Context: an optimization exercise on an open-source flow, tuned for small area and a short achievable clock period. The choices shown serve that exercise and are no tape-out recipe. No activity file was given, so power comes from the tool's default toggle rates.

==> flow/design.v (excerpt) <==
module max_pool_3x3 (
    input [31:0] v1,
    input [31:0] v2,
    input [31:0] v3,
    input [31:0] v4,
    input [31:0] v5,
    input [31:0] v6,
    input [31:0] v7,
    input [31:0] v8,
    input [31:0] v9,
    input en,
    input clk,
    output [31:0] selected);
==> module max_c, before the edit <==
module max_c (
    input  [30:0] a,
    input  [30:0] nb,
    output        gt);
    localparam L = 5;
    localparam W = 1 << L;
    wire [2*W-2:0] g;
    wire [2*W-2:0] p;
    assign g[W-1:0] = {1'b0, a & nb};
    assign p[W-1:0] = {1'b1, a | nb};
    genvar l, i;
    generate
        for (l = 0; l < L; l = l + 1) begin : lvl
            localparam N   = W >> l;               
            localparam IN  = 2*W - 2*N;            
            localparam OUT = 2*W - N;              
            for (i = 0; i < N/2; i = i + 1) begin : node
                assign g[OUT+i] = g[IN+2*i+1] | (p[IN+2*i+1] & g[IN+2*i]);
                assign p[OUT+i] = p[IN+2*i+1] & p[IN+2*i];
            end
        end
    endgenerate
    assign gt = g[2*W-2];
endmodule
==> module max_relu, before the edit <==
module max_relu (
    input  [31:0] a,
    input  [31:0] b,
    input  [31:0] c,
    output        sa,
    output        sb,
    output        sc);
    wire [30:0] nb = ~b[30:0];
    wire [30:0] nc = ~c[30:0];
    wire lab, lac, lbc;
    max_c cab (a[30:0], nb, lab);
    max_c cac (a[30:0], nc, lac);
    max_c cbc (b[30:0], nc, lbc);
    wire ab = ~a[31] & (b[31] | lab);
    wire ac = ~a[31] & (c[31] | lac);
    wire bc = ~b[31] & (c[31] | lbc);
    assign sa = ab & ac;
    assign sb = ~ab & bc & ~b[31];
    assign sc = ~ac & ~bc & ~c[31];
endmodule
==> flow/config.mk <==
export PLATFORM = sky130hd
export DESIGN_NAME = max_pool_3x3
export DESIGN_NICKNAME = max_pool_3x3
export VERILOG_FILES = /design/flow/design.v
export SDC_FILE = /design/flow/constraint.sdc
export NUM_CORES = 4
export LEC_CHECK = 0
export CAP_MARGIN = 20
export CORE_MARGIN = 2
export CORE_UTILIZATION = 40
export SLEW_MARGIN = 20
==> flow/constraint.sdc <==
create_clock -name core_clock -period 12.0 [get_ports {clk}]
set_input_delay 2.4000 -clock core_clock [delete_from_list [all_inputs] [get_ports {clk}]]
set_output_delay 2.4000 -clock core_clock [all_outputs]
set_load 0.01 [all_outputs]
standard.sh (not shown) runs the stock make flow with config.mk's settings and CLKGATE_MAP_FILE= SYNTH_SCRIPT=/design/flow/synth_recipe.tcl, a recipe that flattens the netlist after the stock synthesis.
==> flow/flow/run.sh <==
#!/bin/bash
# The standard layout, with these changes: synthesis keeps the comparator
# module apart so that ABC maps it on its own for speed (flow/cmp.abc) and the
# rest with flow/map.abc, before flattening as the standard synthesis does;
# every port gets the smallest buffer cell; timing repair aims 5.5 ns beyond
# the clock period.
set -euo pipefail
here=$(pwd)
export BUFFER_PORTS_ARGS="-buffer_cell sky130_fd_sc_hd__buf_1"
export SETUP_SLACK_MARGIN=5.5
export SYNTH_KEEP_MODULES=max_c
export FLOW_ABC_SCRIPT=$here/flow/map.abc
export FLOW_ABC_CMP=$here/flow/cmp.abc
sed "s|SYNTH_SCRIPT=[^ ]*|SYNTH_SCRIPT=$here/flow/synth.tcl|" standard.sh > flow_standard.sh
bash flow_standard.sh > standard_flow.log 2>&1
==> flow/flow/cmp.abc <==
strash
dch
map -D 700
buffer
upsize -D 700
dnsize -D 700
==> flow/flow/map.abc <==
strash
dch
map -D 2500
buffer
upsize -D 2500
dnsize -D 2500
==> flow/flow/synth.tcl <==
# The standard synthesis script, except that ABC maps the comparator
# module (kept apart until after mapping) with flow/cmp.abc and the rest of
# the design with flow/map.abc.
proc synth {args} { yosys synth -nofsm -noshare {*}$args }
proc abc {args} {
  set i [lsearch -exact $args -script]
  set a_cmp $args
  lset a_cmp [expr {$i + 1}] $::env(FLOW_ABC_CMP)
  set a_main $args
  lset a_main [expr {$i + 1}] $::env(FLOW_ABC_SCRIPT)
  yosys abc {*}$a_cmp max_c
  yosys abc {*}$a_main $::env(DESIGN_NAME)
}
source $::env(SCRIPTS_DIR)/synth.tcl
# left out here: clear keep_hierarchy, flatten, clean up, hide names made inside functions, write 1_2_yosys.v
The first run finished clean.
Edit:
--- a/flow/design.v
+++ b/flow/design.v
@@ -1,14 +1,12 @@
-module max_c (
-    input  [30:0] a,
-    input  [30:0] nb,
-    output        gt);
-    localparam L = 5;
-    localparam W = 1 << L;
+module max_c #(parameter L = 5, parameter W = 1 << L) (
+    input  [W-1:0] a,
+    input  [W-1:0] b,
+    output         gt);
     wire [2*W-2:0] g;
     wire [2*W-2:0] p;
-    assign g[W-1:0] = {1'b0, a & nb};
-    assign p[W-1:0] = {1'b1, a | nb};
+    assign g[W-1:0] = a & ~b;
+    assign p[W-1:0] = a | ~b;
     genvar l, i;
     generate
         for (l = 0; l < L; l = l + 1) begin : lvl
             localparam N   = W >> l;               
@@ -28,14 +26,12 @@
     input  [31:0] c,
     output        sa,
     output        sb,
     output        sc);
-    wire [30:0] nb = ~b[30:0];
-    wire [30:0] nc = ~c[30:0];
     wire lab, lac, lbc;
-    max_c cab (a[30:0], nb, lab);
-    max_c cac (a[30:0], nc, lac);
-    max_c cbc (b[30:0], nc, lbc);
+    max_c cab ({1'b0, a[30:0]}, {1'b0, b[30:0]}, lab);
+    max_c cac ({1'b0, a[30:0]}, {1'b0, c[30:0]}, lac);
+    max_c cbc ({1'b0, b[30:0]}, {1'b0, c[30:0]}, lbc);
     wire ab = ~a[31] & (b[31] | lab);
     wire ac = ~a[31] & (c[31] | lac);
     wire bc = ~b[31] & (c[31] | lbc);
     assign sa = ab & ac;
=> Cell area went up by 3.3%. Worst setup slack gains 0.0067 ns. Via count went up by 3.6%. Global-route usage went up by 2.5 points. Utilization went up by 1.3 points. Worst hold slack gains 0.010 ns. Wire length went up by 14%. Register-to-register slack loses 0.02 ns. Die area went up by 1.4%. Clock skew is unchanged. Maximum frequency is about the same. Area after synthesis went up by 1.4%. Combinational power went up by about 2%.
Function was not checked in any run of this note: the RTL went through the layout flow alone.

job 101:
The RTL this note starts from:
==> flow/design.v <==
module max_c #(parameter W = 32) (
    input  [W-1:0] a,
    input  [W-1:0] b,
    output         gt);
    localparam L = $clog2(W);
    wire [2*W-2:0] g;
    wire [2*W-2:0] p;
    assign g[W-1:0] = a & ~b;
    assign p[W-1:0] = a | ~b;
    genvar l, i;
    generate
        for (l = 0; l < L; l = l + 1) begin : lvl
            localparam N   = W >> l;               
            localparam IN  = 2*W - 2*N;            
            localparam OUT = 2*W - N;              
            for (i = 0; i < N/2; i = i + 1) begin : node
                assign g[OUT+i] = g[IN+2*i+1] | (p[IN+2*i+1] & g[IN+2*i]);
                assign p[OUT+i] = p[IN+2*i+1] & p[IN+2*i];
            end
        end
    endgenerate
    assign gt = g[2*W-2];
endmodule
module max_relu (
    input  [31:0] a,
    input  [31:0] b,
    input  [31:0] c,
    output        sa,
    output        sb,
    output        sc);
    wire ab, ac, bc;
    max_c #(32) cab ({~a[31], a[30:0]}, {~b[31], b[30:0]}, ab);
    max_c #(32) cac ({~a[31], a[30:0]}, {~c[31], c[30:0]}, ac);
    max_c #(32) cbc ({~b[31], b[30:0]}, {~c[31], c[30:0]}, bc);
    assign sa = ab & ac;
    assign sb = ~ab & bc;
    assign sc = ~ac & ~bc;
endmodule
module max_pool_3x3 (
    input [31:0] v1,
    input [31:0] v2,
    input [31:0] v3,
    input [31:0] v4,
    input [31:0] v5,
    input [31:0] v6,
    input [31:0] v7,
    input [31:0] v8,
    input [31:0] v9,
    input en,
    input clk,
    output [31:0] selected);
    wire s1, s2, s3, s4, s5, s6, s7, s8, s9;
    max_relu g0 (v1, v2, v3, s1, s2, s3);
    max_relu g1 (v4, v5, v6, s4, s5, s6);
    max_relu g2 (v7, v8, v9, s7, s8, s9);
    wire [31:0] m0 = ({32{s1}} & v1) | ({32{s2}} & v2) | ({32{s3}} & v3);
    wire [31:0] m1 = ({32{s4}} & v4) | ({32{s5}} & v5) | ({32{s6}} & v6);
    wire [31:0] m2 = ({32{s7}} & v7) | ({32{s8}} & v8) | ({32{s9}} & v9);
    wire t0, t1, t2;
    max_relu gf (m0, m1, m2, t0, t1, t2);
    wire u0 = t0 & ~m0[31];
    wire u1 = t1 & ~m1[31];
    wire u2 = t2 & ~m2[31];
    wire [30:0] mx = ({31{u0}} & m0[30:0]) | ({31{u1}} & m1[30:0]) | ({31{u2}} & m2[30:0]);
    reg [30:0] q;
    always @(posedge clk)
        if (en) q <= mx;
    assign selected = {1'b0, q};
endmodule
==> flow/config.mk <==
export PLATFORM = sky130hd
export DESIGN_NAME = max_pool_3x3
export DESIGN_NICKNAME = max_pool_3x3
export VERILOG_FILES = /design/flow/design.v
export SDC_FILE = /design/flow/constraint.sdc
export NUM_CORES = 4
export LEC_CHECK = 0
export CAP_MARGIN = 20
export CORE_MARGIN = 2
export CORE_UTILIZATION = 40
export SETUP_SLACK_MARGIN = 5
export SLEW_MARGIN = 20
==> flow/constraint.sdc <==
create_clock -name core_clock -period 12.0 [get_ports {clk}]
set_input_delay 2.4000 -clock core_clock [delete_from_list [all_inputs] [get_ports {clk}]]
set_output_delay 2.4000 -clock core_clock [all_outputs]
set_load 0.01 [all_outputs]
==> flow/flow/run.sh <==
#!/bin/bash
# The standard layout, with two changes: ABC maps the logic with flow/map.abc
# (delay-targeted mapping) and every port gets the smallest buffer cell.
set -euo pipefail
here=$(pwd)
export BUFFER_PORTS_ARGS="-buffer_cell sky130_fd_sc_hd__buf_1"
export FLOW_ABC_SCRIPT=$here/flow/map.abc
sed "s|SYNTH_SCRIPT=[^ ]*|SYNTH_SCRIPT=$here/flow/synth.tcl|" standard.sh > flow_standard.sh
bash flow_standard.sh > standard_flow.log 2>&1
==> flow/flow/synth.tcl <==
# The standard synthesis script, with ABC's mapping script replaced by flow/map.abc
proc synth {args} { yosys synth -nofsm -noshare {*}$args }
proc abc {args} {
  set i [lsearch -exact $args -script]
  if { $i >= 0 } { lset args [expr {$i + 1}] $::env(FLOW_ABC_SCRIPT) }
  yosys abc {*}$args
}
source $::env(SCRIPTS_DIR)/synth.tcl
# left out here: clear keep_hierarchy, flatten, clean up, hide names made inside functions, write 1_2_yosys.v
Scripts as last shown in full above: flow/flow/map.abc
What job 102 does differently from job 101 at the input level:
==> flow/design.v, changed modules only <==
module max_relu (
    input  [31:0] a,
    input  [31:0] b,
    input  [31:0] c,
    output        sa,
    output        sb,
    output        sc);
    wire lab, lac, lbc;
    max_c #(32) cab ({1'b0, a[30:0]}, {1'b0, b[30:0]}, lab);
    max_c #(32) cac ({1'b0, a[30:0]}, {1'b0, c[30:0]}, lac);
    max_c #(32) cbc ({1'b0, b[30:0]}, {1'b0, c[30:0]}, lbc);
    wire ab = ~a[31] & (b[31] | lab);
    wire ac = ~a[31] & (c[31] | lac);
    wire bc = ~b[31] & (c[31] | lbc);
    assign sa = ab & ac;
    assign sb = ~ab & bc & ~b[31];
    assign sc = ~ac & ~bc & ~c[31];
endmodule
module max_pool_3x3 (
    input [31:0] v1,
    input [31:0] v2,
    input [31:0] v3,
    input [31:0] v4,
    input [31:0] v5,
    input [31:0] v6,
    input [31:0] v7,
    input [31:0] v8,
    input [31:0] v9,
    input en,
    input clk,
    output [31:0] selected);
    wire s1, s2, s3, s4, s5, s6, s7, s8, s9;
    max_relu g0 (v1, v2, v3, s1, s2, s3);
    max_relu g1 (v4, v5, v6, s4, s5, s6);
    max_relu g2 (v7, v8, v9, s7, s8, s9);
    wire [30:0] m0 = ({31{s1}} & v1[30:0]) | ({31{s2}} & v2[30:0]) | ({31{s3}} & v3[30:0]);
    wire [30:0] m1 = ({31{s4}} & v4[30:0]) | ({31{s5}} & v5[30:0]) | ({31{s6}} & v6[30:0]);
    wire [30:0] m2 = ({31{s7}} & v7[30:0]) | ({31{s8}} & v8[30:0]) | ({31{s9}} & v9[30:0]);
    wire t0, t1, t2;
    max_relu gf ({1'b0, m0}, {1'b0, m1}, {1'b0, m2}, t0, t1, t2);
    reg [30:0] q;
    wire [30:0] d = ({31{t0 & en}} & m0) | ({31{t1 & en}} & m1) | ({31{t2 & en}} & m2)
                  | ({31{~en}} & q);
    always @(posedge clk)
        q <= d;
    assign selected = {1'b0, q};
endmodule
Findings:
- Job 102 | status: complete | timing, DRC, antenna: pass
- | worst-case vdd ir drop | job 102 vs job 101 | worse |
- Job 101 has higher portion of the clock cycle consumed by the worst path in the final layout than job 102.
- Fmax | job 102 vs job 101 | job 102 faster
- Compared job 102 against job 101; post-CTS clock slew at the launch and capture registers of the worst setup and hold paths within noise.
- In job 102, the sequential power came out about 11% below the value in job 101.
- Job 102: fill cell total of the finished layout is about 0.7% higher than what job 101 reported.
- Job 102 vs job 101 — post-route standard cell area excluding fillers dropped about 1.6%.
- What job 102 reported for reported clock group power has to be multiplied by 1.09 to get the figure for job 101.
- Share of power burned in combinational logic: job 102 vs job 101 down 4.0 points
- Summary of the comparison: met3 routing resource usage after global routing is lower in job 102, relative to job 101.
No functional check of the RTL was part of any run of this note.

what the ideal ports hide:
No port has a modelled driver above. Below, the same layouts with a new extraction and two added sets of constraints.
Step 1, drivers: a clkbuf_16 drives clk and a buf_2 each remaining input, both assumed.
Step 2 adds t to the input delays and takes it off the output delays; t is the mean of the earliest and latest rising clock arrival at the registers after step 1. Input paths then give back, and output paths get back, about the clock's delay inside the block.
Three values: no drivers, after step 1, after step 2; two values: the first two.
run	t (ns)	setup WS [ns]	worst hold slack (ns)	slew at the worst register clock pin (ns)	worst slew at a driven data input, ns
the first run of note 1	0.315	5.852 / 5.868 / 5.553	0.485 / 0.485 / 0.485	0.06 / 0.06	0.09
the second run of note 1	0.318	5.859 / 5.873 / 5.555	0.495 / 0.495 / 0.495	0.05 / 0.05	0.07
job 101	0.318	5.246 / 5.212 / 4.894	2.705 / 2.697 / 2.867	0.05 / 0.05	0.09
job 102	0.322	5.308 / 5.318 / 4.997	0.486 / 0.486 / 0.486	0.06 / 0.06	0.06
After both steps every run listed still meets setup and hold. For job 101, which loses most, drivers alone change the setup slack by -0.034 ns; drivers and shift together by -0.352 ns.
